Background: an optimization exercise with open tools, aiming at small area and a short achievable clock period. Do not read the settings as production practice.
Where RTL was checked, it was by simulation tests only, not by an equivalence proof against the original.
Power is estimated from default activity; no workload was simulated.

==> flow/design.v (excerpt) <==
module mult_man (
  input clk, input rstn, input data_rdy,
  input [16:0] mult1_signed, input [16:0] mult2_signed,
  output [31:0] res, output [33:0] res_signed, output res_rdy, output [32:0] res_final);
  wire v0 = data_rdy;
  wire w1;
  mult_nor2 u2 (.y(w1), .a(mult1_signed[1]), .b(mult1_signed[0]));
  wire w3;
  mult_nor2 u4 (.y(w3), .a(mult1_signed[3]), .b(mult1_signed[2]));
  wire w5;
  mult_nor2 u6 (.y(w5), .a(mult1_signed[5]), .b(mult1_signed[4]));
  wire w7;
  mult_nor2 u8 (.y(w7), .a(mult1_signed[7]), .b(mult1_signed[6]));
  wire w9;
  mult_nor2 u10 (.y(w9), .a(mult1_signed[9]), .b(mult1_signed[8]));
  wire w11;
  mult_nor2 u12 (.y(w11), .a(mult1_signed[11]), .b(mult1_signed[10]));
  wire w13;
  mult_nor2 u14 (.y(w13), .a(mult1_signed[13]), .b(mult1_signed[12]));
  wire w15;
  mult_nor2 u16 (.y(w15), .a(mult1_signed[15]), .b(mult1_signed[14]));
  wire w17;
  mult_orpn u18 (.y(w17), .a(mult1_signed[2]), .b(w1));
  wire w19;
  mult_nand2 u20 (.y(w19), .a(w3), .b(w1));
  wire w21;
  mult_orpn u22 (.y(w21), .a(mult1_signed[6]), .b(w5));
  wire w23;
  mult_nand2 u24 (.y(w23), .a(w7), .b(w5));
  wire w25;
  mult_orpn u26 (.y(w25), .a(mult1_signed[10]), .b(w9));
  wire w27;
  mult_nand2 u28 (.y(w27), .a(w11), .b(w9));
  wire w29;
  mult_orpn u30 (.y(w29), .a(mult1_signed[14]), .b(w13));
  wire w31;
  mult_nand2 u32 (.y(w31), .a(w15), .b(w13));
  wire w33;
  ...
Size in the first run: roughly 1600 cells after synthesis, roughly 270 flip-flops, roughly 140 I/O pins, ~16000 um2 of cells after synthesis.
export LEC_CHECK = 0
export CAP_MARGIN = 20
export CORE_MARGIN = 2
export CORE_UTILIZATION = 40
export SETUP_SLACK_MARGIN = 2.45
export SLEW_MARGIN = 20
export SYNTH_HIERARCHICAL = 1
export TNS_END_PERCENT = 0
create_clock -name core_clock -period 4.5 [get_ports {clk}]
standard.sh (not shown) runs the stock make flow with config.mk's settings and CLKGATE_MAP_FILE= SYNTH_SCRIPT=/design/flow/synth_recipe.tcl, a recipe that flattens the netlist after the stock synthesis.
==> flow/flow/run.sh <==
#!/bin/bash
# The standard layout (standard.sh) with two changes:
# - the port buffers that buffer_ports inserts are sky130_fd_sc_hd__buf_2 cells (resized later as
#   needed) instead of the delay cell buffer_ports picks by itself; every port still gets one;
# - ABC maps the design's small gate modules for a 1 fF load instead of 5 fF, so that it does
#   not pick x2/x4 drive strengths for single gates (the resizer upsizes where timing needs it).
set -euo pipefail
bash standard.sh 'BUFFER_PORTS_ARGS=-buffer_cell sky130_fd_sc_hd__buf_2' ABC_LOAD_IN_FF=1 finish > standard_flow.log 2>&1
The baseline completed with no timing, DRC or antenna violations.
Rerun with:
- CTS_BUF_LIST: not set -> sky130_fd_sc_hd__clkbuf_16
- CTS_CLUSTER_DIAMETER: not set -> 80
- CTS_CLUSTER_SIZE: not set -> 30
After rerunning: Hold slack gains 14 ps; wire length falls by 0.87%; via count falls by 1.2%; global-route usage rises by 0.13 points; cell count falls by about 1.6%; cell area falls by about 2.4%; maximum frequency rises by about 2.4%; count of clock-buffer cells in the layout falls by 23.
No functional check of the RTL was part of any run of this note.

========
mult_man, a different RTL version from the one above (not shown whole).
Size in the first run: roughly 260 flip-flops, ~140 I/O pins.
clock: 4.5 ns
lec_check: 0
cap_margin: 20
core_margin: 2
core_utilization: 40
setup_slack_margin: 2.15
slew_margin: 20
synth_hierarchical: 1
tns_end_percent: 0
Scripts as last shown in full above: flow/flow/run.sh
Next try:
==> flow/flow/run.sh (replaced) <==
#!/bin/bash
# The standard layout (standard.sh), with one change: the port buffers that buffer_ports
# inserts are sky130_fd_sc_hd__buf_2 cells (later resized as needed) instead of the delay cell
# buffer_ports picks by itself. Every input and output port still gets its buffer.
set -euo pipefail
bash standard.sh 'BUFFER_PORTS_ARGS=-buffer_cell sky130_fd_sc_hd__buf_2' finish > standard_flow.log 2>&1
ABC_AREA = 1   (was not set)
ABC_CLOCK_PERIOD_IN_PS = 2000   (was not set)
SETUP_SLACK_MARGIN = 2.3   (was 2.15)
Result: Core utilization increases by 1.9 points. Wire length goes up by 16%. Final area goes up by 12%. Global-route usage went up by 0.75 points. Power rises by 8.1%. Setup slack gets better by 0.059 ns. Non-clock buffer count increases by 70. Synthesized area came out higher by 6.7%. Count of clock-buffer cells in the layout came out lower by 6. Sequential cell count stays the same. Synthesized cell count goes up by 22%.
Next try:
==> flow/flow/run.sh (replaced) <==
#!/bin/bash
# The standard layout (standard.sh) with two changes:
# - the port buffers that buffer_ports inserts are sky130_fd_sc_hd__buf_2 cells (resized later as
#   needed) instead of the delay cell buffer_ports picks by itself; every port still gets one;
# - ABC maps the design's small gate modules for a 1 fF load instead of 5 fF, so that it does
#   not pick x2/x4 drive strengths for single gates (the resizer upsizes where timing needs it).
set -euo pipefail
bash standard.sh 'BUFFER_PORTS_ARGS=-buffer_cell sky130_fd_sc_hd__buf_2' ABC_LOAD_IN_FF=1 finish > standard_flow.log 2>&1
ABC_AREA = not set   (was 1)
After rerunning:
- The changed run completed without violations
- cell area is lower by about 4.6%
- clock skew increases by 0.0084 ns
- area after synthesis falls by about 6%
Next try:
ABC_CLOCK_PERIOD_IN_PS = not set   (was 2000)
SETUP_SLACK_MARGIN = 2.2   (was 2.3)
Effect: Core utilization is lower by 2.8 points. Worst setup slack gains 0.029 ns. Routed wire length is lower by 8.3%. First-iteration DRC count is lower by 17%. Sequential cell count stays the same. Die area does not change. Final cell count is lower by 3.9%. Global-route usage is higher by 0.15 points. Hold slack stays flat.
Next try:
SETUP_SLACK_MARGIN = 2.25   (was 2.2)
=> The changed run ran to the end with no violations; setup slack gets worse by 0.020 ns; clock power decreases by about 2%; maximum frequency fell by 0.87%; non-clock buffer count is higher by 40; final area grows by about 2.6%; power grows by 0.53%; count of clock-buffer cells in the layout fell by 3; first-iteration DRC count hardly moves; synthesized cell count is unchanged.
Next try:
CTS_BUF_LIST = sky130_fd_sc_hd__clkbuf_4 sky130_fd_sc_hd__clkbuf_8   (was not set)
CTS_CLUSTER_SIZE = 30   (was not set)
SETUP_SLACK_MARGIN = 2.2   (was 2.25)
Effect: Global-route usage goes up by 0.35 points; area after synthesis does not change; utilization is lower by 1.2 points; total power shrinks by 0.49%; die area stays the same; wire length drops by 1.6%; cell area falls by 2.5%.

========
mult_man, a different RTL version from the one above (not shown whole).
For scale: roughly 1400 cells after synthesis, about 140 I/O pins, ~0.017 mm2 of cells after synthesis.
## mult_man
module mult_man (
  input clk, input rstn, input data_rdy,
  input [16:0] mult1_signed, input [16:0] mult2_signed,
  output [31:0] res, output [33:0] res_signed, output res_rdy, output [32:0] res_final);
make LEC_CHECK=0 ABC_CLOCK_PERIOD_IN_PS=2000 CAP_MARGIN=20 CORE_MARGIN=2 CORE_UTILIZATION=40 SLEW_MARGIN=20 SYNTH_HIERARCHICAL=1 finish   # period 4.5 ns
run.sh (not shown) runs the stock make flow with config.mk's settings and CLKGATE_MAP_FILE= SYNTH_SCRIPT=/design/flow/synth_recipe.tcl, a recipe that flattens the netlist after the stock synthesis.
Stock flow here: none of the scripts above is used.
==> next run, changes <==
--- a/flow/config.mk
+++ b/flow/config.mk
@@ -8 +8 @@
-export ABC_CLOCK_PERIOD_IN_PS = 2000
+export ABC_CLOCK_PERIOD_IN_PS = 1500
@@ -11,0 +12 @@
+export SETUP_SLACK_MARGIN = 2.4
=> The new run finished clean. Global-route usage increases by 0.58 points. Design area increases by a few percent. Synthesized cell count does not change. Setup slack gets better by 340 ps. Final cell count increases by a few percent. Hold slack gets better by 3.5 ps. Total power increases by a little under a tenth. Routed wire length increases by a few percent. Clock power increases by roughly a tenth.
No functional check of the RTL was part of any run of this note.

========
== run A ==
Another version of the RTL of mult_man (not shown whole).
Size in the first run: roughly 1400 cells after synthesis, ~260 flip-flops, ~140 I/O pins, roughly 15000 µm² of cells after synthesis.
clock: 4.5 ns
lec_check: 0
cap_margin: 20
core_margin: 2
core_utilization: 40
cts_buf_list: sky130_fd_sc_hd__clkbuf_16
cts_cluster_diameter: 80
cts_cluster_size: 30
setup_slack_margin: 2.2
slew_margin: 20
synth_hierarchical: 1
tns_end_percent: 0
standard.sh (not shown) runs the stock make flow with config.mk's settings and CLKGATE_MAP_FILE= SYNTH_SCRIPT=/design/flow/synth_recipe.tcl, a recipe that flattens the netlist after the stock synthesis.
==> flow/flow/run.sh <==
#!/bin/bash
# The standard layout (standard.sh) with two changes:
# - the port buffers that buffer_ports inserts are sky130_fd_sc_hd__buf_2 cells (resized later as
#   needed) instead of the delay cell buffer_ports picks by itself; every port still gets one;
# - ABC maps the design's small gate modules for a 1 fF load instead of 5 fF, so that it does
#   not pick x2/x4 drive strengths for single gates (the resizer upsizes where timing needs it).
set -euo pipefail
bash standard.sh 'BUFFER_PORTS_ARGS=-buffer_cell sky130_fd_sc_hd__buf_2' ABC_LOAD_IN_FF=1 finish > standard_flow.log 2>&1
Run A completed; timing, DRC and antenna clean
Here is what was changed in the inputs of run B compared with run A.
Settings: CTS_CLUSTER_DIAMETER: 80 -> unset; CTS_CLUSTER_SIZE: 30 -> unset; CTS_BUF_LIST: sky130_fd_sc_hd__clkbuf_16 -> unset; PLACE_DENSITY: unset -> 0.85; CORE_UTILIZATION: 40 -> 70.
--- outcome ---
Diff run A -> run B: non-clock buffer count down 14; area of the multi-input gates down about 0.4%; clock power up about 50%; number of port buffers flat. The setup slack of run B is smaller than that of run A. From run B to run A, cell count after synthesis did not move at all. Compared run B against run A; final cell area excluding filler cells within noise. Run B reports its type of the most critical hold path as reg2reg while run A reports in2async. The number of placement rows in run A is 1.3 times that in run B. Diff run A -> run B: register-to-register slack fell by 0.07 ns, relative area change from synthesis to final layout now sits at about the same level, post-detailed-routing wire length moved up.
The inputs of run C differ from those of run B as listed below.
Settings: CTS_CLUSTER_SIZE newly set to 20; CTS_BUF_LIST newly set to sky130_fd_sc_hd__clkbuf_8 sky130_fd_sc_hd__clkbuf_16; CTS_CLUSTER_DIAMETER newly set to 60; CORE_UTILIZATION changed from 70 to 40; PLACE_DENSITY removed (was 0.85).
Notes after the runs:
Run C: PASS, flow complete, no timing, DRC or antenna violations
| routed via count divided by cell count | higher: run B |
What run B reported for power in the clock group has to be multiplied by 0.918 to get the figure for run C.
[compare] base=run B new=run C: worst-case setup margin in the final layout +0.051 ns, clock-pin slew on the worst setup and hold paths about even, total routed wirelength decreased by 3.0% relative to the old numbers.
--- input diff run C..run D ---
Settings: CTS_CLUSTER_DIAMETER no longer set, was 60; CTS_CLUSTER_SIZE no longer set, was 20; CTS_BUF_LIST no longer set, was sky130_fd_sc_hd__clkbuf_8 sky130_fd_sc_hd__clkbuf_16.
Run D finished every step from synthesis to the final layout, and the layout passed the timing, design-rule and antenna checks.
Run C has completed all stages; timing, DRC and antenna checks passed.
Run D improves on run C in minimum period implied by the final worst setup slack.
Delta (run D minus run C): worst-case vdd ir drop went up by 0.000032 V; total wire length after detailed routing went up by 230 µm.
Run D against run C; total power is up by a few percent.
Summary of run D over run C: first-pass iteration count of the detailed router now sits lower; cell area now sits higher.
What run E does differently from run D at the input level:
Settings: a change of CORE_UTILIZATION from 40 to 55; an added PLACE_DENSITY of 0.7.
==> results.txt <==
Cmp run E and run D / utilization / lower: run D. Run D → run E: share of power burned in combinational logic shows an increase of 1.2 points; final weighted congestion of routability-driven global placement shows an increase of 0.081; aggregate global-route resource usage shows an increase of 4.5 points; wire length shows a reduction of 6.2%.
Edits applied to the flow inputs when going from run E to run F:
Settings: PLACE_DENSITY: 0.7 -> 0.8; CORE_UTILIZATION: 55 -> 40.
==> comparison <==
Power per cell area: higher on run F
Re number of setup buffers added after CTS: run E and run F aren't equal, and the higher value belongs to run F.
Non-clock buffer share of cell area essentially unchanged between run F and run E.
As far as fraction of power consumed by combinational cells is concerned, run E and run F perform about the same.
[compare] base=run E new=run F: total routed wire length on the met1 layer moved up; clock-buffer cell count saw a decrease; maximum frequency held steady; area added between synthesis and finish went up by 1.9 points; final critical delay including setup and external delays grew by 0.0056 ns.
Power dissipated in sequential cells across run E and run F: no real change.
For run F, the worst setup path startpoint was p1_am_4$_DFF_P_, unlike run E, where it was p1_am_15$_DFF_P_.
Looking at destination of the critical timing path, the p2_c21_0$_DFF_P_ result is from run F; the p2_c18_2$_DFF_P_ one comes from run E.
No run of this note included a check of the RTL's function; only the layout flow was run.

static timing again, ports no longer ideal:
No port has a modelled driver above. Below, the same layouts with a new extraction and two added sets of constraints.
Step 1: set_driving_cell puts a clkbuf_16 on clk and a buf_2 on each other input, an assumption about the parent block.
Step 2, shift: input delay + t, output delay - t, t = (earliest + latest rising clock arrival at the registers) / 2. This alone moves slack from input paths to output paths.
Three values: ideal ports, drivers, drivers and shift; two values: the first two.
| run | t (ns) | slack for setup (ns) | latest minus earliest clock arrival (ns) | worst slew at a driven data input, ns |
|---|---|---|---|---|
| the first run of note 1 | 0.587 | 2.360 / 2.372 / 1.785 | 0.012 / 0.012 | 0.05 |
| the second run of note 1 | 0.555 | 2.409 / 2.409 / 1.934 | 0.038 / 0.038 | 0.04 |
| the first run of note 2 | 0.585 | 2.172 / 2.172 / 2.172 | 0.017 / 0.017 | 0.03 |
| the second run of note 2 | 0.603 | 2.231 / 2.231 / 2.231 | 0.016 / 0.016 | 0.03 |
| the third run of note 2 | 0.594 | 2.231 / 2.231 / 2.231 | 0.023 / 0.024 | 0.03 |
| the fourth run of note 2 | 0.596 | 2.260 / 2.260 / 2.260 | 0.017 / 0.018 | 0.04 |
| the fifth run of note 2 | 0.595 | 2.240 / 2.240 / 2.240 | 0.028 / 0.028 | 0.03 |
| the sixth run of note 2 | 0.597 | 2.259 / 2.259 / 2.259 | 0.025 / 0.025 | 0.04 |
| the first run of note 3 | 0.578 | 1.418 / 1.418 / 1.418 | 0.026 / 0.026 | 0.05 |
| the second run of note 3 | 0.577 | 1.762 / 1.762 / 1.762 | 0.021 / 0.021 | 0.05 |
| run A | 0.545 | 2.195 / 2.195 / 2.195 | 0.032 / 0.032 | 0.03 |
| run B | 0.564 | 2.129 / 2.129 / 2.129 | 0.012 / 0.013 | 0.03 |
| run C | 0.576 | 2.181 / 2.181 / 2.181 | 0.020 / 0.020 | 0.03 |
| run D | 0.595 | 2.210 / 2.210 / 2.210 | 0.027 / 0.027 | 0.03 |
| run E | 0.561 | 2.230 / 2.230 / 2.230 | 0.025 / 0.025 | 0.03 |
| run F | 0.573 | 2.224 / 2.224 / 2.224 | 0.030 / 0.030 | 0.04 |
After both steps setup and hold are still met in every run listed. The setup slack of the first run of note 1, which loses most, moves by +0.012 ns with the drivers and by -0.575 ns with both steps.
